Context: an optimization exercise on an open-source flow, tuned for small area and a short achievable clock period. The choices shown serve that exercise and are no tape-out recipe.
No functional check of the RTL was part of any run shown here.
No activity file was given, so power comes from the tool's default toggle rates.

==> flow/design.v <==
`timescale 1ns/1ps
module solution (
    input clk,
    input rst,
    input row_valid,
    input [281:0] row_data,
    output [63:0] splitters_hit,
    output reg done
);
    localparam WIDTH = 141;
    localparam HEIGHT = 142;
    reg [7:0] y;                   
    reg [WIDTH-1:0] active;        
    reg [9:0] pn;               
    reg [14:0] acc;              
    wire take = row_valid & ~done & ~rst;
    wire ntake = ~take;
    wire [WIDTH-1:0] nhit, d;
    genvar i;
    generate
        for (i = 0; i < WIDTH; i = i + 1) begin : cols
            wire nhl = (i == 0) ? 1'b1 : nhit[(i == 0) ? 0 : i - 1];
            wire nhr = (i == WIDTH - 1) ? 1'b1 : nhit[(i == WIDTH - 1) ? 0 : i + 1];
            bs_col u_col (
                .a(active[i]), .c0(row_data[2*i]), .c1(row_data[2*i+1]),
                .take(take), .ntake(ntake), .rst(rst), .nhl(nhl), .nhr(nhr),
                .nhit(nhit[i]), .d(d[i])
            );
        end
    endgenerate
    always @(posedge clk) begin
        active <= d;
        if (rst) begin
            y <= 8'd0;
            done <= 1'b0;
        end else if (take) begin
            y <= y + 8'd1;
            if (y == HEIGHT - 1) done <= 1'b1;
        end
    end
    wire s1, c2;
    bs_fa u_s1 (.a(nhit[0]), .b(nhit[100]), .c(nhit[101]), .s(s1), .co(c2));
    wire s3, c4;
    bs_fa u_s3 (.a(nhit[102]), .b(nhit[103]), .c(nhit[104]), .s(s3), .co(c4));
    wire s5, c6;
    bs_fa u_s5 (.a(nhit[105]), .b(nhit[106]), .c(nhit[107]), .s(s5), .co(c6));
    wire s7, c8;
    bs_fa u_s7 (.a(nhit[108]), .b(nhit[109]), .c(nhit[10]), .s(s7), .co(c8));
    wire s9, c10;
    bs_fa u_s9 (.a(nhit[110]), .b(nhit[111]), .c(nhit[112]), .s(s9), .co(c10));
    wire s11, c12;
    bs_fa u_s11 (.a(nhit[113]), .b(nhit[114]), .c(nhit[115]), .s(s11), .co(c12));
    wire s13, c14;
    bs_fa u_s13 (.a(nhit[116]), .b(nhit[117]), .c(nhit[118]), .s(s13), .co(c14));
    wire s15, c16;
    bs_fa u_s15 (.a(nhit[119]), .b(nhit[11]), .c(nhit[120]), .s(s15), .co(c16));
    wire s17, c18;
    bs_fa u_s17 (.a(nhit[121]), .b(nhit[122]), .c(nhit[123]), .s(s17), .co(c18));
    wire s19, c20;
    bs_fa u_s19 (.a(nhit[124]), .b(nhit[125]), .c(nhit[126]), .s(s19), .co(c20));
    wire s21, c22;
    bs_fa u_s21 (.a(nhit[127]), .b(nhit[128]), .c(nhit[129]), .s(s21), .co(c22));
    wire s23, c24;
    bs_fa u_s23 (.a(nhit[12]), .b(nhit[130]), .c(nhit[131]), .s(s23), .co(c24));
    wire s25, c26;
    bs_fa u_s25 (.a(nhit[132]), .b(nhit[133]), .c(nhit[134]), .s(s25), .co(c26));
    wire s27, c28;
    bs_fa u_s27 (.a(nhit[135]), .b(nhit[136]), .c(nhit[137]), .s(s27), .co(c28));
    wire s29, c30;
    bs_fa u_s29 (.a(nhit[138]), .b(nhit[139]), .c(nhit[13]), .s(s29), .co(c30));
    wire s31, c32;
    bs_fa u_s31 (.a(nhit[140]), .b(nhit[14]), .c(nhit[15]), .s(s31), .co(c32));
    wire s33, c34;
    bs_fa u_s33 (.a(nhit[16]), .b(nhit[17]), .c(nhit[18]), .s(s33), .co(c34));
    wire s35, c36;
    bs_fa u_s35 (.a(nhit[19]), .b(nhit[1]), .c(nhit[20]), .s(s35), .co(c36));
    wire s37, c38;
    bs_fa u_s37 (.a(nhit[21]), .b(nhit[22]), .c(nhit[23]), .s(s37), .co(c38));
    wire s39, c40;
    bs_fa u_s39 (.a(nhit[24]), .b(nhit[25]), .c(nhit[26]), .s(s39), .co(c40));
    wire s41, c42;
    bs_fa u_s41 (.a(nhit[27]), .b(nhit[28]), .c(nhit[29]), .s(s41), .co(c42));
    wire s43, c44;
    bs_fa u_s43 (.a(nhit[2]), .b(nhit[30]), .c(nhit[31]), .s(s43), .co(c44));
    wire s45, c46;
    bs_fa u_s45 (.a(nhit[32]), .b(nhit[33]), .c(nhit[34]), .s(s45), .co(c46));
    wire s47, c48;
    bs_fa u_s47 (.a(nhit[35]), .b(nhit[36]), .c(nhit[37]), .s(s47), .co(c48));
    wire s49, c50;
    bs_fa u_s49 (.a(nhit[38]), .b(nhit[39]), .c(nhit[3]), .s(s49), .co(c50));
    wire s51, c52;
    bs_fa u_s51 (.a(nhit[40]), .b(nhit[41]), .c(nhit[42]), .s(s51), .co(c52));
    wire s53, c54;
    bs_fa u_s53 (.a(nhit[43]), .b(nhit[44]), .c(nhit[45]), .s(s53), .co(c54));
    wire s55, c56;
    bs_fa u_s55 (.a(nhit[46]), .b(nhit[47]), .c(nhit[48]), .s(s55), .co(c56));
    wire s57, c58;
    bs_fa u_s57 (.a(nhit[49]), .b(nhit[4]), .c(nhit[50]), .s(s57), .co(c58));
    wire s59, c60;
    bs_fa u_s59 (.a(nhit[51]), .b(nhit[52]), .c(nhit[53]), .s(s59), .co(c60));
    wire s61, c62;
    bs_fa u_s61 (.a(nhit[54]), .b(nhit[55]), .c(nhit[56]), .s(s61), .co(c62));
    wire s63, c64;
    bs_fa u_s63 (.a(nhit[57]), .b(nhit[58]), .c(nhit[59]), .s(s63), .co(c64));
    wire s65, c66;
    bs_fa u_s65 (.a(nhit[5]), .b(nhit[60]), .c(nhit[61]), .s(s65), .co(c66));
    wire s67, c68;
    bs_fa u_s67 (.a(nhit[62]), .b(nhit[63]), .c(nhit[64]), .s(s67), .co(c68));
    wire s69, c70;
    bs_fa u_s69 (.a(nhit[65]), .b(nhit[66]), .c(nhit[67]), .s(s69), .co(c70));
    wire s71, c72;
    bs_fa u_s71 (.a(nhit[68]), .b(nhit[69]), .c(nhit[6]), .s(s71), .co(c72));
    wire s73, c74;
    bs_fa u_s73 (.a(nhit[70]), .b(nhit[71]), .c(nhit[72]), .s(s73), .co(c74));
    wire s75, c76;
    bs_fa u_s75 (.a(nhit[73]), .b(nhit[74]), .c(nhit[75]), .s(s75), .co(c76));
    wire s77, c78;
    bs_fa u_s77 (.a(nhit[76]), .b(nhit[77]), .c(nhit[78]), .s(s77), .co(c78));
    wire s79, c80;
    bs_fa u_s79 (.a(nhit[79]), .b(nhit[7]), .c(nhit[80]), .s(s79), .co(c80));
    wire s81, c82;
    bs_fa u_s81 (.a(nhit[81]), .b(nhit[82]), .c(nhit[83]), .s(s81), .co(c82));
    wire s83, c84;
    bs_fa u_s83 (.a(nhit[84]), .b(nhit[85]), .c(nhit[86]), .s(s83), .co(c84));
    wire s85, c86;
    bs_fa u_s85 (.a(nhit[87]), .b(nhit[88]), .c(nhit[89]), .s(s85), .co(c86));
    wire s87, c88;
    bs_fa u_s87 (.a(nhit[8]), .b(nhit[90]), .c(nhit[91]), .s(s87), .co(c88));
    wire s89, c90;
    bs_fa u_s89 (.a(nhit[92]), .b(nhit[93]), .c(nhit[94]), .s(s89), .co(c90));
    wire s91, c92;
    bs_fa u_s91 (.a(nhit[95]), .b(nhit[96]), .c(nhit[97]), .s(s91), .co(c92));
    wire s93, c94;
    bs_fa u_s93 (.a(nhit[98]), .b(nhit[99]), .c(nhit[9]), .s(s93), .co(c94));
    wire s95, c96;
    bs_fa u_s95 (.a(s1), .b(s11), .c(s13), .s(s95), .co(c96));
    wire s97, c98;
    bs_fa u_s97 (.a(s15), .b(s17), .c(s19), .s(s97), .co(c98));
    wire s99, c100;
    bs_fa u_s99 (.a(s21), .b(s23), .c(s25), .s(s99), .co(c100));
    wire s101, c102;
    bs_fa u_s101 (.a(s27), .b(s29), .c(s3), .s(s101), .co(c102));
    wire s103, c104;
    bs_fa u_s103 (.a(s31), .b(s33), .c(s35), .s(s103), .co(c104));
    wire s105, c106;
    bs_fa u_s105 (.a(s37), .b(s39), .c(s41), .s(s105), .co(c106));
    wire s107, c108;
    bs_fa u_s107 (.a(s43), .b(s45), .c(s47), .s(s107), .co(c108));
    wire s109, c110;
    bs_fa u_s109 (.a(s49), .b(s5), .c(s51), .s(s109), .co(c110));
    wire s111, c112;
    bs_fa u_s111 (.a(s53), .b(s55), .c(s57), .s(s111), .co(c112));
    wire s113, c114;
    bs_fa u_s113 (.a(s59), .b(s61), .c(s63), .s(s113), .co(c114));
    wire s115, c116;
    bs_fa u_s115 (.a(s65), .b(s67), .c(s69), .s(s115), .co(c116));
    wire s117, c118;
    bs_fa u_s117 (.a(s7), .b(s71), .c(s73), .s(s117), .co(c118));
    wire s119, c120;
    bs_fa u_s119 (.a(s75), .b(s77), .c(s79), .s(s119), .co(c120));
    wire s121, c122;
    bs_fa u_s121 (.a(s81), .b(s83), .c(s85), .s(s121), .co(c122));
    wire s123, c124;
    bs_fa u_s123 (.a(s87), .b(s89), .c(s9), .s(s123), .co(c124));
    wire s125, c126;
    bs_fa u_s125 (.a(s91), .b(s93), .c(s101), .s(s125), .co(c126));
    wire s127, c128;
    bs_fa u_s127 (.a(s103), .b(s105), .c(s107), .s(s127), .co(c128));
    wire s129, c130;
    bs_fa u_s129 (.a(s109), .b(s111), .c(s113), .s(s129), .co(c130));
    wire s131, c132;
    bs_fa u_s131 (.a(s115), .b(s117), .c(s119), .s(s131), .co(c132));
    wire s133, c134;
    bs_fa u_s133 (.a(s121), .b(s123), .c(s95), .s(s133), .co(c134));
    wire s135, c136;
    bs_fa u_s135 (.a(s97), .b(s99), .c(s125), .s(s135), .co(c136));
    wire s137, c138;
    bs_fa u_s137 (.a(s127), .b(s129), .c(s131), .s(s137), .co(c138));
    wire s139, c140;
    bs_fa u_s139 (.a(s133), .b(s135), .c(s137), .s(s139), .co(c140));
    wire s141, c142;
    bs_fa u_s141 (.a(c10), .b(c12), .c(c14), .s(s141), .co(c142));
    wire s143, c144;
    bs_fa u_s143 (.a(c16), .b(c18), .c(c2), .s(s143), .co(c144));
    wire s145, c146;
    bs_fa u_s145 (.a(c20), .b(c22), .c(c24), .s(s145), .co(c146));
    wire s147, c148;
    bs_fa u_s147 (.a(c26), .b(c28), .c(c30), .s(s147), .co(c148));
    wire s149, c150;
    bs_fa u_s149 (.a(c32), .b(c34), .c(c36), .s(s149), .co(c150));
    wire s151, c152;
    bs_fa u_s151 (.a(c38), .b(c4), .c(c40), .s(s151), .co(c152));
    wire s153, c154;
    bs_fa u_s153 (.a(c42), .b(c44), .c(c46), .s(s153), .co(c154));
    wire s155, c156;
    bs_fa u_s155 (.a(c48), .b(c50), .c(c52), .s(s155), .co(c156));
    wire s157, c158;
    bs_fa u_s157 (.a(c54), .b(c56), .c(c58), .s(s157), .co(c158));
    wire s159, c160;
    bs_fa u_s159 (.a(c6), .b(c60), .c(c62), .s(s159), .co(c160));
    wire s161, c162;
    bs_fa u_s161 (.a(c64), .b(c66), .c(c68), .s(s161), .co(c162));
    wire s163, c164;
    bs_fa u_s163 (.a(c70), .b(c72), .c(c74), .s(s163), .co(c164));
    wire s165, c166;
    bs_fa u_s165 (.a(c76), .b(c78), .c(c8), .s(s165), .co(c166));
    wire s167, c168;
    bs_fa u_s167 (.a(c80), .b(c82), .c(c84), .s(s167), .co(c168));
    wire s169, c170;
    bs_fa u_s169 (.a(c86), .b(c88), .c(c90), .s(s169), .co(c170));
    wire s171, c172;
    bs_fa u_s171 (.a(c92), .b(c94), .c(c100), .s(s171), .co(c172));
    wire s173, c174;
    bs_fa u_s173 (.a(c102), .b(c104), .c(c106), .s(s173), .co(c174));
    wire s175, c176;
    bs_fa u_s175 (.a(c108), .b(c110), .c(c112), .s(s175), .co(c176));
    wire s177, c178;
    bs_fa u_s177 (.a(c114), .b(c116), .c(c118), .s(s177), .co(c178));
    wire s179, c180;
    bs_fa u_s179 (.a(c120), .b(c122), .c(c124), .s(s179), .co(c180));
    wire s181, c182;
    bs_fa u_s181 (.a(c96), .b(c98), .c(s141), .s(s181), .co(c182));
    wire s183, c184;
    bs_fa u_s183 (.a(s143), .b(s145), .c(s147), .s(s183), .co(c184));
    wire s185, c186;
    bs_fa u_s185 (.a(s149), .b(s151), .c(s153), .s(s185), .co(c186));
    wire s187, c188;
    bs_fa u_s187 (.a(s155), .b(s157), .c(s159), .s(s187), .co(c188));
    wire s189, c190;
    bs_fa u_s189 (.a(s161), .b(s163), .c(s165), .s(s189), .co(c190));
    wire s191, c192;
    bs_fa u_s191 (.a(s167), .b(s169), .c(c126), .s(s191), .co(c192));
    wire s193, c194;
    bs_fa u_s193 (.a(c128), .b(c130), .c(c132), .s(s193), .co(c194));
    wire s195, c196;
    bs_fa u_s195 (.a(c134), .b(s171), .c(s173), .s(s195), .co(c196));
    wire s197, c198;
    bs_fa u_s197 (.a(s175), .b(s177), .c(s179), .s(s197), .co(c198));
    wire s199, c200;
    bs_fa u_s199 (.a(s181), .b(s183), .c(s185), .s(s199), .co(c200));
    wire s201, c202;
    bs_fa u_s201 (.a(s187), .b(s189), .c(c136), .s(s201), .co(c202));
    wire s203, c204;
    bs_fa u_s203 (.a(c138), .b(s191), .c(s193), .s(s203), .co(c204));
    wire s205, c206;
    bs_fa u_s205 (.a(s195), .b(s197), .c(s199), .s(s205), .co(c206));
    wire s207, c208;
    bs_fa u_s207 (.a(c140), .b(s201), .c(s203), .s(s207), .co(c208));
    wire s209, c210;
    bs_fa u_s209 (.a(c142), .b(c144), .c(c146), .s(s209), .co(c210));
    wire s211, c212;
    bs_fa u_s211 (.a(c148), .b(c150), .c(c152), .s(s211), .co(c212));
    wire s213, c214;
    bs_fa u_s213 (.a(c154), .b(c156), .c(c158), .s(s213), .co(c214));
    wire s215, c216;
    bs_fa u_s215 (.a(c160), .b(c162), .c(c164), .s(s215), .co(c216));
    wire s217, c218;
    bs_fa u_s217 (.a(c166), .b(c168), .c(c170), .s(s217), .co(c218));
    wire s219, c220;
    bs_fa u_s219 (.a(c172), .b(c174), .c(c176), .s(s219), .co(c220));
    wire s221, c222;
    bs_fa u_s221 (.a(c178), .b(c180), .c(c182), .s(s221), .co(c222));
    wire s223, c224;
    bs_fa u_s223 (.a(c184), .b(c186), .c(c188), .s(s223), .co(c224));
    wire s225, c226;
    bs_fa u_s225 (.a(c190), .b(s209), .c(s211), .s(s225), .co(c226));
    wire s227, c228;
    bs_fa u_s227 (.a(s213), .b(s215), .c(s217), .s(s227), .co(c228));
    wire s229, c230;
    bs_fa u_s229 (.a(c192), .b(c194), .c(c196), .s(s229), .co(c230));
    wire s231, c232;
    bs_fa u_s231 (.a(c198), .b(c200), .c(s219), .s(s231), .co(c232));
    wire s233, c234;
    bs_fa u_s233 (.a(s221), .b(s223), .c(s225), .s(s233), .co(c234));
    wire s235, c236;
    bs_fa u_s235 (.a(s227), .b(c202), .c(c204), .s(s235), .co(c236));
    wire s237, c238;
    bs_fa u_s237 (.a(c206), .b(s229), .c(s231), .s(s237), .co(c238));
    wire s239, c240;
    bs_fa u_s239 (.a(s233), .b(c208), .c(s235), .s(s239), .co(c240));
    wire s241, c242;
    bs_fa u_s241 (.a(c210), .b(c212), .c(c214), .s(s241), .co(c242));
    wire s243, c244;
    bs_fa u_s243 (.a(c216), .b(c218), .c(c220), .s(s243), .co(c244));
    wire s245, c246;
    bs_fa u_s245 (.a(c222), .b(c224), .c(c226), .s(s245), .co(c246));
    wire s247, c248;
    bs_fa u_s247 (.a(c228), .b(s241), .c(c230), .s(s247), .co(c248));
    wire s249, c250;
    bs_fa u_s249 (.a(c232), .b(c234), .c(s243), .s(s249), .co(c250));
    wire s251, c252;
    bs_fa u_s251 (.a(s245), .b(c236), .c(c238), .s(s251), .co(c252));
    wire s253, c254;
    bs_fa u_s253 (.a(s247), .b(s249), .c(c240), .s(s253), .co(c254));
    wire s255, c256;
    bs_fa u_s255 (.a(c242), .b(c244), .c(c246), .s(s255), .co(c256));
    wire s257, c258;
    bs_fa u_s257 (.a(c248), .b(c250), .c(s255), .s(s257), .co(c258));
    wire s259, c260;
    bs_fa u_s259 (.a(c252), .b(s257), .c(c254), .s(s259), .co(c260));
    wire s261, c262;
    bs_fa u_s261 (.a(c256), .b(c258), .c(c260), .s(s261), .co(c262));
    wire [9:0] pn_next = {c262, s261, s259, s253, s251, s239, s237, s207, s205, s139};
    wire [9:0] pt = ~pn;
    wire s263, c264;
    bs_fa u_s263 (.a(acc[1]), .b(pt[1]), .c(pt[2]), .s(s263), .co(c264));
    wire s265, c266;
    bs_fa u_s265 (.a(acc[2]), .b(pt[3]), .c(pt[4]), .s(s265), .co(c266));
    wire s267, c268;
    bs_fa u_s267 (.a(acc[3]), .b(pt[5]), .c(pt[6]), .s(s267), .co(c268));
    wire s269, c270;
    bs_fa u_s269 (.a(acc[4]), .b(pt[7]), .c(c268), .s(s269), .co(c270));
    wire s271, c272;
    bs_fa u_s271 (.a(acc[5]), .b(pt[8]), .c(c270), .s(s271), .co(c272));
    wire s273, c274;
    bs_fa u_s273 (.a(acc[6]), .b(pt[9]), .c(c272), .s(s273), .co(c274));
    wire s275, c276;
    bs_ha u_s275 (.a(acc[0]), .b(pt[0]), .s(s275), .co(c276));
    wire s277, c278;
    bs_ha u_s277 (.a(s263), .b(c276), .s(s277), .co(c278));
    wire s279, c280;
    bs_fa u_s279 (.a(c264), .b(s265), .c(c278), .s(s279), .co(c280));
    wire s281, c282;
    bs_fa u_s281 (.a(c266), .b(s267), .c(c280), .s(s281), .co(c282));
    wire s283, c284;
    bs_ha u_s283 (.a(s269), .b(c282), .s(s283), .co(c284));
    wire s285, c286;
    bs_ha u_s285 (.a(s271), .b(c284), .s(s285), .co(c286));
    wire s287, c288;
    bs_ha u_s287 (.a(s273), .b(c286), .s(s287), .co(c288));
    wire s289, c290;
    bs_fa u_s289 (.a(acc[7]), .b(c274), .c(c288), .s(s289), .co(c290));
    wire s291, c292;
    bs_ha u_s291 (.a(acc[8]), .b(c290), .s(s291), .co(c292));
    wire s293, c294;
    bs_ha u_s293 (.a(acc[9]), .b(c292), .s(s293), .co(c294));
    wire s295, c296;
    bs_ha u_s295 (.a(acc[10]), .b(c294), .s(s295), .co(c296));
    wire s297, c298;
    bs_ha u_s297 (.a(acc[11]), .b(c296), .s(s297), .co(c298));
    wire s299, c300;
    bs_ha u_s299 (.a(acc[12]), .b(c298), .s(s299), .co(c300));
    wire s301, c302;
    bs_ha u_s301 (.a(acc[13]), .b(c300), .s(s301), .co(c302));
    wire s303, c304;
    bs_ha u_s303 (.a(acc[14]), .b(c302), .s(s303), .co(c304));
    wire [14:0] total = {s303, s301, s299, s297, s295, s293, s291, s289, s287, s285, s283, s281, s279, s277, s275};
    always @(posedge clk) begin
        pn <= pn_next;                  
        if (rst) acc <= 15'd0;
        else acc <= total;
    end
    assign splitters_hit = {49'd0, total};
endmodule
module bs_col (
    input a, input c0, input c1, input take, input ntake, input rst,
    input nhl, input nhr,
    output nhit, output d
);
    assign nhit = ~(a & c0 & ~c1 & take);
    wire src = ~ntake & c1 & ~c0;
    wire nkeep = ~((a & nhit) | src);
    assign d = ~((nkeep & nhl & nhr) | rst);
endmodule
module bs_fa (input a, input b, input c, output s, output co);
    assign s = a ^ b ^ c;
    assign co = (a & b) | (a & c) | (b & c);
endmodule
module bs_ha (input a, input b, output s, output co);
    assign s = a ^ b;
    assign co = a & b;
endmodule
module bs_hac (input a, input b, output s, output co);
    assign s = ~(a ^ b);
    assign co = a | b;
endmodule
==> flow/flow/run.sh <==
#!/bin/bash
# Own layout flow: the standard flow, with
#  - the column cell bs_col mapped by hand (flow/bs_col_cells.v) before flattening,
#  - flow/extra.mk appended to config.mk (port buffer cell).
set -euo pipefail
cd "$(dirname "$0")/.."
W=$PWD
cat flow/extra.mk >> config.mk
# synthesis: the standard flow's script, with the hand-mapped bs_col read over the synthesized one
awk -v f="$W/flow/bs_col_cells.v" '{print} /source .*synth.tcl/ {print "read_verilog -overwrite " f}' \
  synth_recipe.tcl > my_synth.tcl
grep -q "read_verilog -overwrite" my_synth.tcl
sed "s#SYNTH_SCRIPT=[^ ]*#SYNTH_SCRIPT=$W/my_synth.tcl#" standard.sh > my_standard.sh
grep -q "my_synth.tcl" my_standard.sh
bash my_standard.sh ${FLOW_TARGET:-finish} > make_finish.log 2>&1
==> flow/flow/bs_col_cells.v <==
// bs_col (see rtl/solution.v) mapped by hand to sky130_fd_sc_hd cells.
// nhit = ~(a & c0 & ~c1 & take)
// src  = ~c0 & ~ntake & c1
// nk   = ~((a & nhit) | src)
// d    = ~((nk & nhl & nhr) | rst)
module bs_col (
    input a, input c0, input c1, input take, input ntake, input rst,
    input nhl, input nhr,
    output nhit, output d
);
    wire src, nk;
    sky130_fd_sc_hd__nand4b_1 g_hit (.A_N(c1), .B(c0), .C(a), .D(take), .Y(nhit));
    sky130_fd_sc_hd__nor3b_1 g_src (.A(c0), .B(ntake), .C_N(c1), .Y(src));
    sky130_fd_sc_hd__a21oi_1 g_keep (.A1(a), .A2(nhit), .B1(src), .Y(nk));
    sky130_fd_sc_hd__a31oi_1 g_d (.A1(nk), .A2(nhl), .A3(nhr), .B1(rst), .Y(d));
endmodule
==> flow/flow/extra.mk <==
# port buffers: the smallest buffer
export BUFFER_PORTS_ARGS = -buffer_cell sky130_fd_sc_hd__buf_1
==> flow/standard.sh <==
#!/bin/bash
# synth_recipe.tcl (not shown) runs the flow's synth.tcl, then flattens the netlist and writes it again
# the make line also repeats each setting of config.mk as NAME=value (left out here)
make -C /OpenROAD-flow-scripts/flow DESIGN_CONFIG=/design/flow/config.mk WORK_HOME=/design/flow/orfs CLKGATE_MAP_FILE= SYNTH_SCRIPT=/design/flow/synth_recipe.tcl "${@:-finish}"
==> flow/config.mk <==
export PLATFORM = sky130hd
export DESIGN_NAME = solution
export DESIGN_NICKNAME = solution
export VERILOG_FILES = /design/flow/design.v
export SDC_FILE = /design/flow/constraint.sdc
export NUM_CORES = 4
export LEC_CHECK = 0
export CAP_MARGIN = 20
export CORE_MARGIN = 2
export CORE_UTILIZATION = 40
export SLEW_MARGIN = 20
export SYNTH_HIERARCHICAL = 1
export SYNTH_MINIMUM_KEEP_SIZE = 0
# port buffers: the smallest buffer
export BUFFER_PORTS_ARGS = -buffer_cell sky130_fd_sc_hd__buf_1
==> flow/constraint.sdc <==
create_clock -name core_clock -period 100.0 [get_ports {clk}]
set_input_delay 20.0000 -clock core_clock [delete_from_list [all_inputs] [get_ports {clk}]]
set_output_delay 20.0000 -clock core_clock [all_outputs]
set_load 0.01 [all_outputs]
==> results of run 1 <==
## path summary, 6_finish.rpt
path,cells past startpoint,slack [ns],endpoint
worst max-delay path,15,73.18,pn[8]
worst min-delay path,2,0.50,y[7]
worst max register to register,14,92.85,pn[8]
worst min register to register,2,0.50,y[7]
## power groups by stage
stage	clock network (uW)	logic [uW]	registers [uW]
finish	74.6	21.5	74.6
global route	78.6	24.0	75.0
CTS	76.1	21.5	74.6
detailed placement	0	21.4	76.1
global placement	0	21.3	76.1
floorplan	0	13.7	75.8
## worst max-delay path, stage by stage
cell and delay [ns]:
clkbuf_4 0.36, nor3b_2 0.29, buf_4 0.56, buf_4 0.70, nand4b_1 0.42, fa_1 0.60
fa_1 0.55, fa_1 0.58, fa_1 0.44, fa_1 0.41, fa_1 0.46, fa_1 0.41
fa_1 0.38, fa_1 0.38, fa_1 0.44
## layout make-up
class / instances / area [um2] / share of cell area, %
clock inverter: 14 / 205 / 1.55
sequential: 175 / 3500 / 26.5
tap: 378 / 473 / 3.58
antenna: 5 / 12.5 / 0.0947
timing repair buffer: 306 / 1170 / 8.89
clock buffer: 18 / 439 / 3.32
multi-input combinational: 817 / 7350 / 55.7
inverter: 12 / 47.5 / 0.360
## metal layers
metal / up-vias / global-route usage (%) / routed length, um
li1: 4488 / - / -
met1: 4680 / 30.1 / 14600
met2: 332 / 36.1 / 15700
met3: 28 / 5.84 / 2370
met4: 6 / 4.75 / 425
met5: - / 0 / 41
## flip-flops by register name, indices dropped and copies added, names as in the netlist
signal and count:
acc 15, active 141, done 1, pn 10, y 8
## placed cells by master, fill, tap and decap left out, types with 2 or more instances in the layout
master	n
buf_1	299
dfxtp_1	175
a21oi_1	146
a31oi_1	141
nand4b_1	141
nor3b_1	141
fa_1	140
conb_1	51
clkbuf_16	17
nor2b_1	15
ha_1	14
inv_1	11
buf_4	6
diode_2	5
nand2_1	4
nor2_1	4
bufinv_16	4
inv_6	4
o21ai_0	3
or3_1	3
clkinv_4	3
o31ai_1	2
or4_1	2
xnor2_1	2
## through the flow
step	cell area, um2	hold slack [ns]	setup slack (ns)	utilization (%)
2_1_floorplan	11400	0.456	65.06	-
3_3_place_gp	12600	0.475	72.88	45.3
3_5_place_dp	12600	0.488	72.76	45.3
4_1_cts	13200	0.499	73.20	47.6
5_1_grt	13200	0.529	72.94	47.7
6_report	13200	0.502	73.18	47.7
==> flow_summary.ini, run 1 <==
[status]
status = timing/DRC/antenna clean

[global_route]
grt-ovfl-total = 0
grt_pass1_wl_mm = 50.3
grt_pass1_vias = 9251
antenna_found_initial = 8
track_usage_pct = 22.3
grt_max_degree = 74

[critical_path]
worstSetupPathType = in -> reg
crit_arrival_ns = 27.12
endpoint_kind = flip-flop
cp_max_fo = 63
setup.worst_path.start_class = primary input
r2r-start = done
crit_start = rst
cp_data_required_time_ns = 100.30

[finish]
final_nets = 1768
final-instance-count-excl-fill = 1725
layout-drive-gt1-share_pct = 3.06
fillCellCount = 2706
area_growth_pct = 17.8

[floorplan]
die_h_um = 171
initial_utilization_pct = 40.5
core_um2 = 27700
fp.dieW_um = 171
die-area_um2 = 29400
ioPinCount = 350
rows = 61

[worst_hold_path]
hp-start = y[7]
hold_class = reg -> reg

[timing]
rsz0062_at_grt = false
maxSlewViolCount = 0
final-setup-viol-count = 0
fin_tns_setup_ns = 0
hold_viol = 0
finalCriticalPeriod_ns = 26.82
fin_crit_sh_pct = 26.8
skew_ns = 0.0128
maxSlewHeadroom_pct = 43.5
tightest_slew_ns = 0.847
clock.fmax_mhz = 37.3

[cts]
cts-root-buf = clkbuf_16
cts_buffers = 17
cts_sinks = 175
hold_buffers = 0
post_cts_buffers = 0
clk_latency_ns = 0.43
cts_max_level = 4
cts.reportedPaths.clkPinSlew_ns = 0.07
ctsResizeCount = 0
cts.path.max_buffers = 2
cts_tree = yes

[detailed_routing]
wirelength_mm = 33.1
vias = 9534
drtIter0Drc = 611
drtPass1Iterations = 5
antenna_left = 0
routed_via_density = 5.53
wl_per_cell_um = 19.2
drc = 0

[pwr]
ir_drop_mv = 0.0106
sw_frac_of_total_pct = 26.8
pwr-share-comb_pct = 12.6
p_seq_share_pct = 43.7
p_leak_uw = 0.00356
total_power_uw = 171
power.density_nw_per_um2 = 12.9
intPower_uw = 125
switchingPower_uw = 45.7
power_frac_clock_pct = 43.7

[yosys]
synthCells = 1023
yosys_warnings = 7
syn_avg_cell_area_um2 = 11.0
synthesis.area_um2 = 11200

[placement]
portBuffers = 300
dp_cells = 1688
dp_hpwl_mm = 25.9
place.gp.congestion = 0.846

[run]
drv_cap = 0
==> inputs of run 2 (changes only) <==
--- a/flow/design.v
+++ b/flow/design.v
@@ -13,8 +13,16 @@
     reg [WIDTH-1:0] active;        
     reg [9:0] pn;               
     reg [14:0] acc;              
-    wire take = row_valid & ~done & ~rst;
-    wire ntake = ~take;
+    localparam NTAKE = 8;
+    wire [NTAKE-1:0] take_g, ntake_g;
+    genvar k;
+    generate
+        for (k = 0; k < NTAKE; k = k + 1) begin : tk
+            bs_take u_take (.row_valid(row_valid), .done(done), .rst(rst),
+                            .take(take_g[k]), .ntake(ntake_g[k]));
+        end
+    endgenerate
+    wire take = take_g[0];
     wire [WIDTH-1:0] nhit, d;
     genvar i;
     generate
@@ -23,7 +31,8 @@
             wire nhr = (i == WIDTH - 1) ? 1'b1 : nhit[(i == WIDTH - 1) ? 0 : i + 1];
             bs_col u_col (
                 .a(active[i]), .c0(row_data[2*i]), .c1(row_data[2*i+1]),
-                .take(take), .ntake(ntake), .rst(rst), .nhl(nhl), .nhr(nhr),
+                .take(take_g[i * NTAKE / WIDTH]), .ntake(ntake_g[i * NTAKE / WIDTH]),
+                .rst(rst), .nhl(nhl), .nhr(nhr),
                 .nhit(nhit[i]), .d(d[i])
             );
         end
@@ -362,6 +371,10 @@
     wire nkeep = ~((a & nhit) | src);
     assign d = ~((nkeep & nhl & nhr) | rst);
 endmodule
+module bs_take (input row_valid, input done, input rst, output take, output ntake);
+    assign take = row_valid & ~done & ~rst;
+    assign ntake = ~take;
+endmodule
 module bs_fa (input a, input b, input c, output s, output co);
     assign s = a ^ b ^ c;
     assign co = (a & b) | (a & c) | (b & c);
==> flow/flow/extra.mk (replaced) <==
# port buffers: the smallest buffer
export BUFFER_PORTS_ARGS = -buffer_cell sky130_fd_sc_hd__buf_1
# one tie cell per constant
export SKIP_REPAIR_TIE_FANOUT = 1
--- a/flow/config.mk
+++ b/flow/config.mk
@@ -13,3 +13,5 @@
 export SYNTH_MINIMUM_KEEP_SIZE = 0
 # port buffers: the smallest buffer
 export BUFFER_PORTS_ARGS = -buffer_cell sky130_fd_sc_hd__buf_1
+# one tie cell per constant
+export SKIP_REPAIR_TIE_FANOUT = 1
==> flow_summary.ini, run 2 <==
[status]
status = timing/DRC/antenna clean

[worst_hold_path]
hold_class = reg -> reg

[yosys]
syn_avg_cell_area_um2 = 10.9
synthCells = 1032
synthesis.area_um2 = 11300
yosys_warnings = 7

[detailed_routing]
wirelength_mm = 33.4
antenna_left = 0
vias = 9501
drtPass1Iterations = 5
wl_per_cell_um = 19.9
drtIter0Drc = 580
routed_via_density = 5.65
drc = 0

[floorplan]
fp.dieW_um = 172
initial_utilization_pct = 40.7
rows = 61
die-area_um2 = 29600
ioPinCount = 350
core_um2 = 27800
die_h_um = 172

[timing]
final.setup.worst_slack_ns = 73.71
skew_ns = 0.0116
clock.fmax_mhz = 38.0
tightest_slew_ns = 1.09
hold_viol = 0
rsz0062_at_grt = false
maxSlewHeadroom_pct = 26.9
fin_crit_sh_pct = 26.3
finalCriticalPeriod_ns = 26.29
maxSlewViolCount = 0
fin_tns_setup_ns = 0
final-setup-viol-count = 0

[critical_path]
endpoint_kind = flip-flop
cp_data_required_time_ns = 100.30
cp_max_fo = 181
crit_arrival_ns = 26.59
worstSetupPathType = in -> reg
setup.worst_path.start_class = primary input

[cts]
clk_latency_ns = 0.42
cts.reportedPaths.clkPinSlew_ns = 0.06
ctsResizeCount = 0
hold_buffers = 0
cts_tree = yes
cts_buffers = 17
cts.path.max_buffers = 2
cts_max_level = 4
cts_sinks = 175
cts-root-buf = clkbuf_16
post_cts_buffers = 0

[pwr]
power.density_nw_per_um2 = 12.5
p_seq_share_pct = 45.6
switchingPower_uw = 42.5
intPower_uw = 121
ir_drop_mv = 0.00978
power_frac_clock_pct = 41.1
p_leak_uw = 0.00344
pwr-share-comb_pct = 13.2
sw_frac_of_total_pct = 26.0

[finish]
area_growth_pct = 16.1
layout-drive-gt1-share_pct = 3.46
reg.largest.list = active x141, acc x15, pn x10
largest_reg_flops = 141
fillCellCount = 2713
final_nets = 1729
final_common_cell = buf_1
final_util_pct = 47.2
regMostFlops = active
mostFrequentLayoutCells = buf_1, dfxtp_1, a21oi_1
stdcell_area_um2 = 13100

[placement]
placed_cell_area_um2 = 12500
dp_hpwl_mm = 26.2
place.gp.congestion = 0.835
portBuffers = 300
dp_slack_ns = 73.31

[global_route]
track_usage_pct = 22.6
grt-ovfl-total = 0
grt_pass1_vias = 9554
grt_pass1_wl_mm = 50.9
antenna_found_initial = 2
grt_max_degree = 182

[run]
drv_cap = 0
run 2: layer usage:
metal | GRT usage, % | share of wire (%) | vias up
met5 | 0 | 0.057 | -
met3 | 5.13 | 6.7 | 39
met2 | 37.6 | 48 | 306
met4 | 7.20 | 2.0 | 4
met1 | 29.2 | 43 | 4667
li1 | - | - | 4485
run 2: power groups by stage:
stage,combinational (uW),sequential (uW),clock [uW]
after floorplan,13.8,75.8,0
after global placement,21.3,76.1,0
after detailed placement,21.4,76.1,0
after CTS,21.5,74.5,68.9
after global routing,24.1,74.9,71.7
final,21.6,74.6,67.2
run 2: path summary, 6_finish.rpt:
kind	end	slack (ns)	cells past startpoint	startpoint
min reg2reg	y[7]	0.50	2	y[7]
min	y[7]	0.50	2	y[7]
max	pn[8]	73.71	14	rst
max reg2reg	pn[8]	93.35	13	done
run 2: per-stage QoR:
step | total power, uW | hold WS, ns | instances
after floorplan | 89.5 | 0.458 | 1032
after global placement | 97.3 | 0.470 | 1649
after detailed placement | 97.5 | 0.486 | 1649
after CTS | 165 | 0.495 | 1679
after global routing | 171 | 0.527 | 1679
final | 163 | 0.495 | 1681
run 2: cell type report:
| cell class | instances | area (um2) | share of cell area, % |
|---|---|---|---|
| timing repair buffer | 305 | 1180 | 9.00 |
| tap | 378 | 473 | 3.61 |
| clock buffer | 21 | 470 | 3.59 |
| inverter | 11 | 41.3 | 0.315 |
| clock inverter | 9 | 110 | 0.840 |
| antenna | 2 | 5.00 | 0.0382 |
| multi-input combinational | 780 | 7330 | 55.9 |
| sequential | 175 | 3500 | 26.7 |
run 2: worst max-delay path, cell delays in order:
cell and delay [ns]:
clkbuf_4 0.12, buf_12 0.23, nor3b_2 1.01, nand4b_1 0.39
fa_1 0.59, fa_1 0.55, fa_1 0.61, fa_1 0.44
fa_1 0.40, fa_1 0.45, fa_1 0.42, fa_1 0.39
fa_1 0.39, fa_1 0.42
==> inputs of run 3 (changes only) <==
--- a/flow/config.mk
+++ b/flow/config.mk
@@ -7,7 +7,8 @@
 export LEC_CHECK = 0
 export CAP_MARGIN = 20
 export CORE_MARGIN = 2
-export CORE_UTILIZATION = 40
+export CORE_UTILIZATION = 65
+export CTS_BUF_LIST = sky130_fd_sc_hd__clkbuf_4 sky130_fd_sc_hd__clkbuf_8
 export SLEW_MARGIN = 20
 export SYNTH_HIERARCHICAL = 1
 export SYNTH_MINIMUM_KEEP_SIZE = 0
==> flow_summary.ini, run 3 <==
[status]
status = timing/DRC/antenna clean

[floorplan]
core_um2 = 17100
fp.dieW_um = 136
die-area_um2 = 18400
initial_utilization_pct = 66.0
die_h_um = 136
ioPinCount = 350
rows = 48

[finish]
layout-drive-gt1-share_pct = 3.68
final-instance-count-excl-fill = 1528
final_util_pct = 74.1
multi_input_comb_area_um2 = 7320
reg.largest.list = active x141, acc x15, pn x10
regMostFlops = active
fillCellCount = 1307
final_nets = 1729
area_growth_pct = 12.2
largest_reg_flops = 141
mostFrequentLayoutCells = buf_1, dfxtp_1, a21oi_1
final_common_cell = buf_1
num_antenna_cells = 0
seq_area_um2 = 3500

[pwr]
ir_drop_mv = 0.00859
power.density_nw_per_um2 = 11.3
p_leak_uw = 0.00333
total_power_uw = 143

[critical_path]
setup.worst_path.start_class = primary input
crit_arrival_ns = 27.35
worstSetupPathType = in -> reg
endpoint_kind = flip-flop
cp_data_required_time_ns = 100.35
cp_max_fo = 91

[cts]
cts_buffers = 17
cts_tree = yes
cts.reportedPaths.clkPinSlew_ns = 0.09
cts-root-buf = clkbuf_8
cts_sinks = 175
hold_buffers = 0
cts_max_level = 4
post_cts_buffers = 0
cts.path.max_buffers = 2
ctsResizeCount = 0
clk_latency_ns = 0.47

[run]
drv_cap = 0

[global_route]
antenna_found_initial = 0
track_usage_pct = 33.8
grt_pass1_vias = 9706
grt-ovfl-total = 0
grt_max_degree = 92
grt_pass1_wl_mm = 48.3

[timing]
fin_crit_sh_pct = 27.0
fin_tns_setup_ns = 0
tightest_slew_ns = 1.15
rsz0062_at_grt = false
maxSlewHeadroom_pct = 23.3
maxSlewViolCount = 0
skew_ns = 0.0126
finalCriticalPeriod_ns = 27.00
final-setup-viol-count = 0
clock.fmax_mhz = 37.0
hold_viol = 0
final.setup.worst_slack_ns = 73.00

[detailed_routing]
antenna_left = 0
wirelength_mm = 30.3
routed_via_density = 6.33
drtIter0Drc = 685
vias = 9670
drtPass1Iterations = 5
drc = 0
wl_per_cell_um = 19.8

[worst_hold_path]
hold_class = reg -> reg

[yosys]
syn_avg_cell_area_um2 = 10.9
yosys_warnings = 7
synthesis.area_um2 = 11300
synthCells = 1032

[placement]
dp_cells = 1495
dp_hpwl_mm = 23.7
portBuffers = 300
place.gp.congestion = 0.913
dp_slack_ns = 72.52
## run 3: final cells by class
cell class	instances	share of cell area, %
multi-input combinational	780	57.8
sequential	175	27.6
timing repair buffer	305	9.21
tap	225	2.22
clock buffer	17	1.85
clock inverter	15	1.01
inverter	11	0.326
## run 3: per-stage QoR
stage / cell area (um2) / hold WS, ns
3_5_place_dp: 12300 / 0.483
6_report: 12700 / 0.505
4_1_cts: 12600 / 0.496
2_1_floorplan: 11300 / 0.458
5_1_grt: 12700 / 0.536
3_3_place_gp: 12300 / 0.469
## run 3: critical path, stage by stage
cell and delay, ns:
clkbuf_4 0.41, buf_4 0.87, buf_4 0.62, nor3b_2 0.12, buf_4 0.28, nand4b_1 0.23
fa_1 0.50, fa_1 0.57, fa_1 0.58, fa_1 0.54, fa_1 0.42, fa_1 0.45
fa_1 0.44, fa_1 0.40, fa_1 0.39, fa_1 0.43
## run 3: layer usage
| metal | part of all wire, % | vias up | global-route usage, % |
|---|---|---|---|
| met4 | 3.2 | 0 | 12.6 |
| met2 | 48 | 398 | 55.4 |
| met5 | 0 | - | 0 |
| met1 | 42 | 4746 | 46.1 |
| li1 | - | 4469 | - |
| met3 | 7.0 | 57 | 5.15 |
## run 3: power breakdown
part | total [uW] | switching, uW | internal [uW]
clock network | 46.9 | 28.9 | 18.0
logic | 21.6 | 12.4 | 9.27
registers | 74.6 | 1.64 | 73.0
## run 3: final timing paths
kind	from	end	slack [ns]	depth (start not counted)
setup / recovery	rst	pn[8]	73.00	16
hold / removal	y[7]	y[7]	0.51	2
setup reg to reg	done	pn[8]	93.00	12
hold reg to reg	y[7]	y[7]	0.51	2
==> inputs of run 4 (changes only) <==
--- a/flow/design.v
+++ b/flow/design.v
@@ -14,12 +14,12 @@
     reg [9:0] pn;               
     reg [14:0] acc;              
     localparam NTAKE = 8;
-    wire [NTAKE-1:0] take_g, ntake_g;
+    wire [NTAKE-1:0] take_g, ntake_g, rst_g;
     genvar k;
     generate
         for (k = 0; k < NTAKE; k = k + 1) begin : tk
             bs_take u_take (.row_valid(row_valid), .done(done), .rst(rst),
-                            .take(take_g[k]), .ntake(ntake_g[k]));
+                            .take(take_g[k]), .ntake(ntake_g[k]), .rst_l(rst_g[k]));
         end
     endgenerate
     wire take = take_g[0];
@@ -32,7 +32,7 @@
             bs_col u_col (
                 .a(active[i]), .c0(row_data[2*i]), .c1(row_data[2*i+1]),
                 .take(take_g[i * NTAKE / WIDTH]), .ntake(ntake_g[i * NTAKE / WIDTH]),
-                .rst(rst), .nhl(nhl), .nhr(nhr),
+                .rst(rst_g[i * NTAKE / WIDTH]), .nhl(nhl), .nhr(nhr),
                 .nhit(nhit[i]), .d(d[i])
             );
         end
@@ -371,9 +371,11 @@
     wire nkeep = ~((a & nhit) | src);
     assign d = ~((nkeep & nhl & nhr) | rst);
 endmodule
-module bs_take (input row_valid, input done, input rst, output take, output ntake);
+module bs_take (input row_valid, input done, input rst, output take, output ntake,
+                output rst_l);
     assign take = row_valid & ~done & ~rst;
     assign ntake = ~take;
+    assign rst_l = rst;
 endmodule
 module bs_fa (input a, input b, input c, output s, output co);
     assign s = a ^ b ^ c;
--- a/flow/flow/bs_col_cells.v
+++ b/flow/flow/bs_col_cells.v
@@ -1,4 +1,6 @@
-// bs_col (see rtl/solution.v) mapped by hand to sky130_fd_sc_hd cells.
+// bs_col and bs_take (see rtl/solution.v) mapped by hand to sky130_fd_sc_hd cells.
+//
+// bs_col:
 // nhit = ~(a & c0 & ~c1 & take)
 // src  = ~c0 & ~ntake & c1
 // nk   = ~((a & nhit) | src)
@@ -14,3 +16,12 @@
     sky130_fd_sc_hd__a21oi_1 g_keep (.A1(a), .A2(nhit), .B1(src), .Y(nk));
     sky130_fd_sc_hd__a31oi_1 g_d (.A1(nk), .A2(nhl), .A3(nhr), .B1(rst), .Y(d));
 endmodule
+
+// bs_take:
+// ntake = done | rst | ~row_valid, take = ~ntake, rst_l = rst (buffered)
+module bs_take (input row_valid, input done, input rst, output take, output ntake,
+                output rst_l);
+    sky130_fd_sc_hd__or3b_2 g_ntake (.A(done), .B(rst), .C_N(row_valid), .X(ntake));
+    sky130_fd_sc_hd__inv_4 g_take (.A(ntake), .Y(take));
+    sky130_fd_sc_hd__buf_2 g_rst (.A(rst), .X(rst_l));
+endmodule
==> flow_summary.ini, run 4 <==
[timing]
fin_tns_setup_ns = 0
tightest_slew_ns = 0.958
rsz0062_at_grt = false
skew_ns = 0.0192
fin_crit_sh_pct = 26.9
finalCriticalPeriod_ns = 26.95
final-setup-viol-count = 0
hold_viol = 0
maxSlewHeadroom_pct = 36.1
maxSlewViolCount = 0
clock.fmax_mhz = 37.1

[pwr]
switchingPower_uw = 41.2
pwr-share-comb_pct = 15.0
intPower_uw = 101
ir_drop_mv = 0.00791
power_frac_clock_pct = 32.5
p_seq_share_pct = 52.6
power.density_nw_per_um2 = 11.3
sw_frac_of_total_pct = 29.0
total_power_uw = 142
p_leak_uw = 0.00333

[yosys]
synthesis.area_um2 = 11300
synthCells = 1040
syn_avg_cell_area_um2 = 10.9
yosys_warnings = 7

[critical_path]
slowest_stage = buf_4
cp.depth = 15
worstSetupPathType = in -> reg
cp_max_fo = 92
cpPeakStageDelay_ns = 0.88
cp_data_required_time_ns = 100.35
crit_arrival_ns = 27.29
crit_buf_inv = 3
cp-endpoint = pn[8]
path_common_cell = fa_1
setup.worst_path.start_class = primary input
r2r-start = done
endpoint_kind = flip-flop
r2r_setup_slack_ns = 93.30
r2r-end = pn[8]
reg2reg_depth = 13
crit_start = rst
path_cells = clkbuf_4 -> buf_4 -> or3b_2 -> inv_4 -> nand4b_1 -> fa_1 -> fa_1 -> fa_1 -> fa_1 -> fa_1 -> fa_1 -> fa_1 -> fa_1 -> fa_1 -> fa_1
path_delay_family = adder cells

[cts]
cts-root-buf = clkbuf_8
clk_latency_ns = 0.47
cts.path.max_buffers = 2
cts_buffers = 17
cts_sinks = 175
cts_tree = yes
hold_buffers = 0
post_cts_buffers = 0
cts.reportedPaths.clkPinSlew_ns = 0.09
cts_max_level = 4
ctsResizeCount = 0

[finish]
final_common_cell = buf_1
largest_reg_flops = 141
reg.largest.list = active x141, acc x15, pn x10
mostFrequentLayoutCells = buf_1, dfxtp_1, a21oi_1
fillCellCount = 1336
regMostFlops = active
final-instance-count-excl-fill = 1525
final_util_pct = 73.2
layout-drive-gt1-share_pct = 4.00
final_nets = 1725
area_growth_pct = 11.1

[floorplan]
die-area_um2 = 18500
core_um2 = 17200
ioPinCount = 350
die_h_um = 136
initial_utilization_pct = 65.9
rows = 48
fp.dieW_um = 136

[global_route]
antenna_found_initial = 0
track_usage_pct = 32.7
grt_pass1_vias = 9392
grt-ovfl-total = 0
grt_pass1_wl_mm = 46.9
grt_max_degree = 93

[placement]
dp_hpwl_mm = 23.2
dp_cells = 1492
place.gp.congestion = 0.867
portBuffers = 300

[detailed_routing]
drc = 0
drtIter0Drc = 558
wirelength_mm = 29.7
vias = 9500
routed_via_density = 6.23
antenna_left = 0
drtPass1Iterations = 5
wl_per_cell_um = 19.5

[run]
drv_cap = 0

[status]
status = timing/DRC/antenna clean

[worst_hold_path]
hold_class = reg -> reg
-- run 4: through the flow --
step                      setup slack, ns  area [um2]  hold WS, ns
after detailed placement            72.57       12200        0.485
final                               73.05       12600        0.500
after global routing                72.72       12600        0.524
after floorplan                     74.36       11300        0.458
after CTS                           73.06       12600        0.498
after global placement              72.66       12200        0.475
-- run 4: how the worst min path moves through the flow --
| stage | startpoint | depth (start not counted) | slack (ns) | to |
|---|---|---|---|---|
| floorplan | y[7] | 2 | 0.46 | y[7] |
| global placement | y[7] | 2 | 0.47 | y[7] |
| detailed placement | y[7] | 2 | 0.48 | y[7] |
| CTS | y[7] | 2 | 0.50 | y[7] |
| global route | y[7] | 2 | 0.52 | y[7] |
| finish | y[7] | 2 | 0.50 | y[7] |
-- run 4: routing by layer --
layer	global-route usage, %	part of all wire [%]
met1	43.8	42
met3	7.42	7.3
met2	54.1	49
met4	8.91	1.6
met5	0	0
-- run 4: tightest hold or removal path, cell delays in order, from the launching register on --
cell	delay [ns]
dfxtp_1	0.33
o21ai_0	0.07
a21oi_1	0.06
-- run 4: final cells by class --
cell class,instances,area [um2],area share [%]
Sequential cell,175,3500,27.9
Clock buffer,19,255,2.03
Antenna cell,1,2.50,0.0199
Clock inverter,13,105,0.836
Multi-Input combinational cell,772,7200,57.3
Inverter,19,91.3,0.726
Timing Repair Buffer,301,1140,9.04
Tap cell,225,282,2.24
-- run 4: power by group through the flow --
stage / Sequential, uW / Clock (uW) / Combinational, uW
global placement: 76.1 / 0 / 20.6
floorplan: 75.8 / 0 / 14.5
detailed placement: 76.1 / 0 / 21.0
finish: 74.5 / 46.0 / 21.2
CTS: 74.6 / 46.8 / 21.1
global route: 74.9 / 49.2 / 23.6
==> inputs of run 5 (changes only) <==
--- a/flow/design.v
+++ b/flow/design.v
@@ -5,20 +5,21 @@
     input row_valid,
     input [281:0] row_data,
     output [63:0] splitters_hit,
-    output reg done
+    output done
 );
     localparam WIDTH = 141;
     localparam HEIGHT = 142;
     reg [7:0] y;                   
+    reg running;                   
     reg [WIDTH-1:0] active;        
-    reg [9:0] pn;               
+    reg [15:0] pn;               
     reg [14:0] acc;              
     localparam NTAKE = 8;
     wire [NTAKE-1:0] take_g, ntake_g, rst_g;
     genvar k;
     generate
         for (k = 0; k < NTAKE; k = k + 1) begin : tk
-            bs_take u_take (.row_valid(row_valid), .done(done), .rst(rst),
+            bs_take u_take (.row_valid(row_valid), .running(running), .rst(rst),
                             .take(take_g[k]), .ntake(ntake_g[k]), .rst_l(rst_g[k]));
         end
     endgenerate
@@ -37,16 +38,18 @@
             );
         end
     endgenerate
+    wire rst0 = rst_g[0];
     always @(posedge clk) begin
         active <= d;
-        if (rst) begin
+        if (rst0) begin
             y <= 8'd0;
-            done <= 1'b0;
+            running <= 1'b1;
         end else if (take) begin
             y <= y + 8'd1;
-            if (y == HEIGHT - 1) done <= 1'b1;
+            if (y == HEIGHT - 1) running <= 1'b0;
         end
     end
+    assign done = ~running;
     wire s1, c2;
     bs_fa u_s1 (.a(nhit[0]), .b(nhit[100]), .c(nhit[101]), .s(s1), .co(c2));
     wire s3, c4;
@@ -286,77 +289,54 @@
     wire s237, c238;
     bs_fa u_s237 (.a(c206), .b(s229), .c(s231), .s(s237), .co(c238));
     wire s239, c240;
-    bs_fa u_s239 (.a(s233), .b(c208), .c(s235), .s(s239), .co(c240));
+    bs_fa u_s239 (.a(c210), .b(c212), .c(c214), .s(s239), .co(c240));
     wire s241, c242;
-    bs_fa u_s241 (.a(c210), .b(c212), .c(c214), .s(s241), .co(c242));
+    bs_fa u_s241 (.a(c216), .b(c218), .c(c220), .s(s241), .co(c242));
     wire s243, c244;
-    bs_fa u_s243 (.a(c216), .b(c218), .c(c220), .s(s243), .co(c244));
+    bs_fa u_s243 (.a(c222), .b(c224), .c(c226), .s(s243), .co(c244));
     wire s245, c246;
-    bs_fa u_s245 (.a(c222), .b(c224), .c(c226), .s(s245), .co(c246));
+    bs_fa u_s245 (.a(c228), .b(s239), .c(c230), .s(s245), .co(c246));
     wire s247, c248;
-    bs_fa u_s247 (.a(c228), .b(s241), .c(c230), .s(s247), .co(c248));
+    bs_fa u_s247 (.a(c232), .b(c234), .c(s241), .s(s247), .co(c248));
     wire s249, c250;
-    bs_fa u_s249 (.a(c232), .b(c234), .c(s243), .s(s249), .co(c250));
+    bs_fa u_s249 (.a(c240), .b(c242), .c(c244), .s(s249), .co(c250));
+    wire [15:0] pn_next = {c250, s249, c248, c246, s247, s245, c238, c236, s243, s237, s235, c208, s233, s207, s205, s139};
+    wire [15:0] pt = ~pn;
     wire s251, c252;
-    bs_fa u_s251 (.a(s245), .b(c236), .c(c238), .s(s251), .co(c252));
+    bs_ha u_s251 (.a(acc[2]), .b(pt[3]), .s(s251), .co(c252));
     wire s253, c254;
-    bs_fa u_s253 (.a(s247), .b(s249), .c(c240), .s(s253), .co(c254));
+    bs_fa u_s253 (.a(acc[3]), .b(pt[10]), .c(pt[11]), .s(s253), .co(c254));
     wire s255, c256;
-    bs_fa u_s255 (.a(c242), .b(c244), .c(c246), .s(s255), .co(c256));
+    bs_ha u_s255 (.a(pt[7]), .b(pt[8]), .s(s255), .co(c256));
     wire s257, c258;
-    bs_fa u_s257 (.a(c248), .b(c250), .c(s255), .s(s257), .co(c258));
+    bs_fa u_s257 (.a(acc[4]), .b(pt[12]), .c(pt[13]), .s(s257), .co(c258));
     wire s259, c260;
-    bs_fa u_s259 (.a(c252), .b(s257), .c(c254), .s(s259), .co(c260));
+    bs_ha u_s259 (.a(pt[4]), .b(pt[5]), .s(s259), .co(c260));
     wire s261, c262;
-    bs_fa u_s261 (.a(c256), .b(c258), .c(c260), .s(s261), .co(c262));
-    wire [9:0] pn_next = {c262, s261, s259, s253, s251, s239, s237, s207, s205, s139};
-    wire [9:0] pt = ~pn;
+    bs_fa u_s261 (.a(pt[9]), .b(c252), .c(s255), .s(s261), .co(c262));
     wire s263, c264;
-    bs_fa u_s263 (.a(acc[1]), .b(pt[1]), .c(pt[2]), .s(s263), .co(c264));
+    bs_fa u_s263 (.a(pt[14]), .b(c256), .c(c254), .s(s263), .co(c264));
     wire s265, c266;
-    bs_fa u_s265 (.a(acc[2]), .b(pt[3]), .c(pt[4]), .s(s265), .co(c266));
+    bs_ha u_s265 (.a(acc[5]), .b(pt[15]), .s(s265), .co(c266));
     wire s267, c268;
-    bs_fa u_s267 (.a(acc[3]), .b(pt[5]), .c(pt[6]), .s(s267), .co(c268));
+    bs_ha u_s267 (.a(acc[1]), .b(pt[1]), .s(s267), .co(c268));
     wire s269, c270;
-    bs_fa u_s269 (.a(acc[4]), .b(pt[7]), .c(c268), .s(s269), .co(c270));
+    bs_fa u_s269 (.a(pt[6]), .b(s251), .c(s259), .s(s269), .co(c270));
     wire s271, c272;
-    bs_fa u_s271 (.a(acc[5]), .b(pt[8]), .c(c270), .s(s271), .co(c272));
+    bs_fa u_s271 (.a(c260), .b(s253), .c(s261), .s(s271), .co(c272));
     wire s273, c274;
-    bs_fa u_s273 (.a(acc[6]), .b(pt[9]), .c(c272), .s(s273), .co(c274));
+    bs_fa u_s273 (.a(s257), .b(c262), .c(s263), .s(s273), .co(c274));
     wire s275, c276;
-    bs_ha u_s275 (.a(acc[0]), .b(pt[0]), .s(s275), .co(c276));
+    bs_fa u_s275 (.a(s265), .b(c258), .c(c264), .s(s275), .co(c276));
     wire s277, c278;
-    bs_ha u_s277 (.a(s263), .b(c276), .s(s277), .co(c278));
-    wire s279, c280;
-    bs_fa u_s279 (.a(c264), .b(s265), .c(c278), .s(s279), .co(c280));
-    wire s281, c282;
-    bs_fa u_s281 (.a(c266), .b(s267), .c(c280), .s(s281), .co(c282));
-    wire s283, c284;
-    bs_ha u_s283 (.a(s269), .b(c282), .s(s283), .co(c284));
-    wire s285, c286;
-    bs_ha u_s285 (.a(s271), .b(c284), .s(s285), .co(c286));
-    wire s287, c288;
-    bs_ha u_s287 (.a(s273), .b(c286), .s(s287), .co(c288));
-    wire s289, c290;
-    bs_fa u_s289 (.a(acc[7]), .b(c274), .c(c288), .s(s289), .co(c290));
-    wire s291, c292;
-    bs_ha u_s291 (.a(acc[8]), .b(c290), .s(s291), .co(c292));
-    wire s293, c294;
-    bs_ha u_s293 (.a(acc[9]), .b(c292), .s(s293), .co(c294));
-    wire s295, c296;
-    bs_ha u_s295 (.a(acc[10]), .b(c294), .s(s295), .co(c296));
-    wire s297, c298;
-    bs_ha u_s297 (.a(acc[11]), .b(c296), .s(s297), .co(c298));
-    wire s299, c300;
-    bs_ha u_s299 (.a(acc[12]), .b(c298), .s(s299), .co(c300));
-    wire s301, c302;
-    bs_ha u_s301 (.a(acc[13]), .b(c300), .s(s301), .co(c302));
-    wire s303, c304;
-    bs_ha u_s303 (.a(acc[14]), .b(c302), .s(s303), .co(c304));
-    wire [14:0] total = {s303, s301, s299, s297, s295, s293, s291, s289, s287, s285, s283, s281, s279, s277, s275};
+    bs_ha u_s277 (.a(acc[6]), .b(c266), .s(s277), .co(c278));
+    wire [14:0] fr0 = {acc[14], acc[13], acc[12], acc[11], acc[10], acc[9], acc[8], c278, c276, c274, c272, c270, c268, s267, acc[0]};
+    wire [14:0] fr1 = {1'b0, 1'b0, 1'b0, 1'b0, 1'b0, 1'b0, 1'b0, acc[7], s277, s275, s273, s271, s269, pt[2], pt[0]};
+    wire [14:0] fsum = fr0 + fr1;
+    wire [14:0] total = {fsum[14], fsum[13], fsum[12], fsum[11], fsum[10], fsum[9], fsum[8], fsum[7], fsum[6], fsum[5], fsum[4], fsum[3], fsum[2], fsum[1], fsum[0]};
     always @(posedge clk) begin
         pn <= pn_next;                  
-        if (rst) acc <= 15'd0;
+        if (rst0) acc <= 15'd0;
         else acc <= total;
     end
     assign splitters_hit = {49'd0, total};
@@ -371,9 +351,9 @@
     wire nkeep = ~((a & nhit) | src);
     assign d = ~((nkeep & nhl & nhr) | rst);
 endmodule
-module bs_take (input row_valid, input done, input rst, output take, output ntake,
+module bs_take (input row_valid, input running, input rst, output take, output ntake,
                 output rst_l);
-    assign take = row_valid & ~done & ~rst;
+    assign take = row_valid & running & ~rst;
     assign ntake = ~take;
     assign rst_l = rst;
 endmodule
--- a/flow/flow/bs_col_cells.v
+++ b/flow/flow/bs_col_cells.v
@@ -18,10 +18,10 @@
 endmodule
 
 // bs_take:
-// ntake = done | rst | ~row_valid, take = ~ntake, rst_l = rst (buffered)
-module bs_take (input row_valid, input done, input rst, output take, output ntake,
+// take = row_valid & running & ~rst, ntake = ~take, rst_l = rst (buffered)
+module bs_take (input row_valid, input running, input rst, output take, output ntake,
                 output rst_l);
-    sky130_fd_sc_hd__or3b_2 g_ntake (.A(done), .B(rst), .C_N(row_valid), .X(ntake));
-    sky130_fd_sc_hd__inv_4 g_take (.A(ntake), .Y(take));
+    sky130_fd_sc_hd__and3b_2 g_take (.A_N(rst), .B(running), .C(row_valid), .X(take));
+    sky130_fd_sc_hd__nand3b_1 g_ntake (.A_N(rst), .B(running), .C(row_valid), .Y(ntake));
     sky130_fd_sc_hd__buf_2 g_rst (.A(rst), .X(rst_l));
 endmodule
==> flow_summary.ini, run 5 <==
[placement]
dp_hpwl_mm = 24.8
place.gp.congestion = 0.890
portBuffers = 300
dp_slack_ns = 74.82
dp_cells = 1572

[yosys]
synthCells = 1102
yosys_warnings = 7
syn_avg_cell_area_um2 = 10.7
synthesis.area_um2 = 11800

[cts]
cts-root-buf = clkbuf_8
cts_tree = yes
cts.path.max_buffers = 2
post_cts_buffers = 0
clk_latency_ns = 0.48
hold_buffers = 0
cts_max_level = 4
cts.reportedPaths.clkPinSlew_ns = 0.09
ctsResizeCount = 0
cts_sinks = 181
cts_buffers = 17

[pwr]
intPower_uw = 111
sw_frac_of_total_pct = 26.9
p_leak_uw = 0.00368
p_seq_share_pct = 50.8
ir_drop_mv = 0.00871
power_frac_clock_pct = 35.1
switchingPower_uw = 40.8
power.density_nw_per_um2 = 11.5
pwr-share-comb_pct = 14.1

[timing]
fin_crit_sh_pct = 24.7
rsz0062_at_grt = false
maxSlewViolCount = 0
final-setup-viol-count = 0
hold_viol = 0
tightest_slew_ns = 0.931
finalCriticalPeriod_ns = 24.72
fin_tns_setup_ns = 0
clock.fmax_mhz = 40.5
skew_ns = 0.0146
maxSlewHeadroom_pct = 37.9
final.setup.worst_slack_ns = 75.28

[detailed_routing]
wl_per_cell_um = 19.8
drtIter0Drc = 612
vias = 10167
routed_via_density = 6.34
drtPass1Iterations = 6
drc = 0
wl_met1_mm = 13.2
met3WireLength_mm = 2.43
wirelength_mm = 31.7
routed.top_layer = met4
dr_wl_met2_mm = 14.9
antenna_left = 0

[worst_hold_path]
hold_depth = 2
whs_endpoint = y[7]
hp-start = y[7]
hold_class = reg -> reg

[finish]
area_growth_pct = 12.0
regMostFlops = active
layout-drive-gt1-share_pct = 4.44
num_antenna_cells = 0
final-instance-count-excl-fill = 1603
final_common_cell = buf_1
final_nets = 1797
largest_reg_flops = 141
reg.largest.list = active x141, pn x16, acc x15
mostFrequentLayoutCells = buf_1, dfxtp_1, a21oi_1

[global_route]
antenna_found_initial = 0
grt_pass1_vias = 10079
track_usage_pct = 32.4
grt_max_degree = 82
grt_pass1_wl_mm = 50.1
grt-ovfl-total = 0

[floorplan]
die_h_um = 139
ioPinCount = 350
die-area_um2 = 19300
initial_utilization_pct = 66.1
core_um2 = 17900
fp.dieW_um = 139
rows = 49

[critical_path]
endpoint_kind = flip-flop
cp_data_required_time_ns = 100.35
r2r-end = pn[6]
r2r-start = running
cp_max_fo = 81
reg2reg_depth = 8
crit_arrival_ns = 25.07
r2r_setup_slack_ns = 94.83
setup.worst_path.start_class = primary input
worstSetupPathType = in -> reg

[status]
status = timing/DRC/antenna clean

[run]
drv_cap = 0
## run 5: power by group through the flow
stage / Combinational [uW] / Sequential, uW / Clock [uW]
floorplan: 14.0 / 78.2 / 0
global placement: 20.7 / 78.6 / 0
detailed placement: 21.1 / 78.6 / 0
CTS: 21.2 / 77.0 / 54.0
global route: 23.8 / 77.4 / 56.5
finish: 21.5 / 77.0 / 53.2
## run 5: cell type report
class / instances / area [um2]
multi-input cells: 837 / 7690
fillers: 1355 / 4660
flip-flops and latches: 181 / 3620
repair buffers: 302 / 1140
well taps: 229 / 287
clock buffers: 22 / 278
clock inverters: 9 / 129
inverters: 23 / 86.3
## run 5: how the worst max path moves through the flow
stage / start / to / slack [ns] / depth (start not counted)
2_1_floorplan: rst / pn[2] / 76.32 / 8
3_5_place_dp: rst / pn[2] / 74.82 / 10
6_report: rst / pn[2] / 75.28 / 10
3_3_place_gp: rst / pn[6] / 74.90 / 10
4_1_cts: rst / pn[2] / 75.35 / 10
5_1_grt: rst / pn[2] / 75.14 / 10
## run 5: routing by layer
layer | up-vias | global-route usage, %
met1 | 4941 | 44.0
met4 | 0 | 11.9
li1 | 4720 | -
met2 | 436 | 51.7
met5 | - | 0
met3 | 70 | 7.32
## run 5: worst max-delay path, stage by stage
cell	delay, ns
clkbuf_4	0.44
buf_4	0.74
and3b_2	0.48
nand4b_1	0.28
fa_1	0.49
fa_1	0.55
fa_1	0.54
fa_1	0.55
fa_1	0.43
fa_1	0.50
## run 5: per-stage QoR
stage / power [uW] / utilization, % / instance area [um2] / hold slack [ns]
floorplan: 92.2 / - / 11800 / 0.458
global placement: 99.2 / 71.7 / 12800 / 0.475
detailed placement: 99.8 / 71.7 / 12800 / 0.485
CTS: 152 / 74.0 / 13200 / 0.518
global route: 158 / 74.0 / 13200 / 0.555
finish: 152 / 74.0 / 13200 / 0.516

[what the ideal ports hide]
The results above use ideal ports. As a check the final layouts listed here were re-extracted and re-timed, cells and wires unchanged. Step 1: set_driving_cell puts a clkbuf_16 on clk and a buf_2 on each other input, an assumption about the parent block. Step 2 times the ports against the registers' clock, not the clock port: input delays grow and output delays shrink by t, the midpoint of the rising clock arrivals with the driver on. Three values: no drivers, after step 1, after step 2; two values: the first two.
| run | shift t [ns] | slack for setup (ns) | hold WS [ns] | slew at the worst register clock pin (ns) | cell pins on the clock port's net |
|---|---|---|---|---|---|
| run 1 | 0.477 | 73.177 / 73.204 / 72.727 | 0.502 / 0.502 / 0.502 | 0.08 / 0.08 | 1 |
| run 2 | 0.466 | 73.706 / 73.733 / 73.267 | 0.495 / 0.495 / 0.495 | 0.07 / 0.07 | 1 |
| run 3 | 0.507 | 72.999 / 73.018 / 72.511 | 0.505 / 0.505 / 0.505 | 0.10 / 0.10 | 1 |
| run 4 | 0.508 | 73.053 / 73.073 / 72.565 | 0.500 / 0.500 / 0.500 | 0.10 / 0.10 | 1 |
| run 5 | 0.510 | 75.281 / 75.295 / 74.785 | 0.516 / 0.516 / 0.516 | 0.10 / 0.10 | 1 |
After both steps every run listed still meets setup and hold. For run 5, which loses most, drivers alone change the setup slack by +0.014 ns; drivers and shift together by -0.496 ns.
